Context: an optimization exercise on an open-source flow, tuned for small area and a short achievable clock period. The choices shown serve that exercise and are no tape-out recipe.
In this exercise RTL edits were held to simulation tests only and were not proved equivalent to the original.
Power and IR drop assume default switching activity.

==> flow/design.v <==
module cmp_grp(input logic [7:0] a, nb, output logic g, t);
    always_comb begin
        logic [7:0] gg, tt;
        gg = a & nb;
        tt = a | nb;
        for (int w = 1; w < 8; w = w * 2)
            for (int i = 0; i < 8; i = i + 2 * w) begin
                gg[i] = gg[i + w] | (tt[i + w] & gg[i]);
                tt[i] = tt[i + w] & tt[i];
            end
        g = gg[0];
        t = tt[0];
    end
endmodule
module cmp_lt64(input logic [63:0] a, input logic [63:0] nb, output logic lt);
    logic [63:0] ac, nbc;
    assign ac  = {a[63:1], a[0] | nb[0]};
    assign nbc = {nb[63:1], a[0] | nb[0]};
    logic [7:0] gl0, tl0;   
    for (genvar i = 0; i < 8; i++) begin : lg
        cmp_grp u(.a(ac[8*i+7:8*i]), .nb(nbc[8*i+7:8*i]), .g(gl0[i]), .t(tl0[i]));
    end
    always_comb begin
        logic [7:0] gg, tt;
        gg = gl0;
        tt = tl0;
        for (int w = 1; w < 8; w = w * 2)
            for (int i = 0; i < 8; i = i + 2 * w) begin
                gg[i] = gg[i + w] | (tt[i + w] & gg[i]);
                tt[i] = tt[i + w] & tt[i];
            end
        lt = ~gg[0];
    end
endmodule
module cmp_le64(input logic [63:0] a, input logic [63:0] nb, output logic le);
    logic [63:0] ac, nbc;
    assign ac  = a;
    assign nbc = nb;
    logic [7:0] gl0, tl0;   
    for (genvar i = 0; i < 8; i++) begin : lg
        cmp_grp u(.a(ac[8*i+7:8*i]), .nb(nbc[8*i+7:8*i]), .g(gl0[i]), .t(tl0[i]));
    end
    always_comb begin
        logic [7:0] gg, tt;
        gg = gl0;
        tt = tl0;
        for (int w = 1; w < 8; w = w * 2)
            for (int i = 0; i < 8; i = i + 2 * w) begin
                gg[i] = gg[i + w] | (tt[i + w] & gg[i]);
                tt[i] = tt[i + w] & tt[i];
            end
        le = ~gg[0];
    end
endmodule
module day5_top(
        input  logic        clock,
        input  logic        reset,
        input  logic        load_ranges,
        input  logic [63:0] start_range,
        input  logic [63:0] end_range,
        input  logic [63:0] id,
        output logic [31:0] total_fresh
    );
    localparam int DEPTH = 16;
    logic [DEPTH-1:0][63:0] nrs, nre;
    always_ff @(posedge clock) begin
        nrs[0] <= load_ranges ? ~start_range : nrs[DEPTH-1];
        nre[0] <= load_ranges ? ~end_range   : nre[DEPTH-1];
        for (int k = 1; k < DEPTH; k++) begin
            nrs[k] <= nrs[k-1];
            nre[k] <= nre[k-1];
        end
    end
    logic [DEPTH-1:0] lt_s, le_e;
    for (genvar k = 0; k < DEPTH; k++) begin : g_slot
        cmp_lt64 u_s(.a(id), .nb(nrs[k]), .lt(lt_s[k]));   
        cmp_le64 u_e(.a(id), .nb(nre[k]), .le(le_e[k]));   
    end
    logic [DEPTH-1:0] below1, within1;
    logic             v1;
    always_ff @(posedge clock) begin
        below1  <= lt_s;
        within1 <= le_e;
        v1      <= ~reset & ~load_ranges;
    end
    logic f2;
    always_ff @(posedge clock)
        f2 <= ~reset & v1 & (|(~below1 & within1));
    logic [31:0] carry;
    always_comb
        for (int i = 0; i < 32; i++)
            carry[i] = f2 & (&(total_fresh | ~((32'd1 << i) - 32'd1)));
    always_ff @(posedge clock) begin
        if (reset)
            total_fresh <= '0;
        else
            total_fresh <= total_fresh ^ carry;
    end
endmodule
Settings: LEC_CHECK=0, CAP_MARGIN=20, CORE_MARGIN=2, CORE_UTILIZATION=60, CTS_CLUSTER_DIAMETER=100, CTS_CLUSTER_SIZE=20, SETUP_SLACK_MARGIN=1.5, SLEW_MARGIN=20, SYNTH_HIERARCHICAL=1; clock period 3.3 ns.
run.sh (not shown) runs the stock make flow with config.mk's settings and CLKGATE_MAP_FILE= SYNTH_SCRIPT=/design/flow/synth_recipe.tcl, a recipe that flattens the netlist after the stock synthesis.
The first run ran to the end with no violations.
Next try:
--- a/flow/design.v
+++ b/flow/design.v
@@ -84,16 +84,22 @@
         v1      <= ~reset & ~load_ranges;
     end
     logic f2;
     always_ff @(posedge clock)
         f2 <= ~reset & v1 & (|(~below1 & within1));
-    logic [31:0] carry;
-    always_comb
-        for (int i = 0; i < 32; i++)
-            carry[i] = f2 & (&(total_fresh | ~((32'd1 << i) - 32'd1)));
+    logic [3:0]  lo;
+    logic [27:0] hi, hi_inc;
+    logic        wrap;
+    assign wrap = f2 & (&lo);
     always_ff @(posedge clock) begin
-        if (reset)
-            total_fresh <= '0;
-        else
-            total_fresh <= total_fresh ^ carry;
+        if (reset) begin
+            lo <= '0;
+            hi <= '0;
+        end else begin
+            lo <= lo + {3'd0, f2};
+            if (wrap)
+                hi <= hi_inc;
+        end
+        hi_inc <= hi + 28'd1;
     end
+    assign total_fresh = {hi, lo};
 endmodule
The changed run went through all stages and came out clean.
Total power grows by 1.1%.
Wire length is lower by 1.3%.
Sequential share of layout area fell by 0.10 points.
Worst setup slack loses 0.14 ns.
Via count is about the same.
Global-route usage shrinks by 0.37 points.
Design area is higher by 1.6%.
First-iteration DRC count climbs by 4.9%.
Synthesized area grows by 1.2%.
Clock skew went down by 0.0064 ns.
Fmax drops by 6.8%.
Core utilization increases by 0.23 points.
Synthesized cell count climbs by 1.1%.

[re-timing with driven ports]
No port has a modelled driver above. Below, the same layouts with a new extraction and two added sets of constraints.
Step 1 sets driving cells, clkbuf_16 on the clock port and buf_2 on the other inputs (assumed; they add their load-dependent delay and slew).
Step 2 moves the port delays by t, midway between the first and last clock arrival at a register: inputs arrive t later, outputs are due t later. That takes back most of the time a late clock gives input paths.
Slacks: no drivers / after step 1 / after step 2; pairs: no drivers / after step 1.
run	t, ns	setup WS [ns]	hold slack, ns	latest minus earliest clock arrival (ns)	slew at the worst register clock pin (ns)
the first run	0.824	1.390 / 1.343 / 0.698	0.351 / 0.351 / 0.351	0.026 / 0.026	0.09 / 0.09
the second run	0.830	1.251 / 1.251 / 0.477	0.277 / 0.232 / 0.345	0.024 / 0.024	0.09 / 0.09
After both steps every run listed still meets setup and hold. For the second run, which loses most, drivers alone change the setup slack by 0.000 ns; drivers and shift together by -0.774 ns.
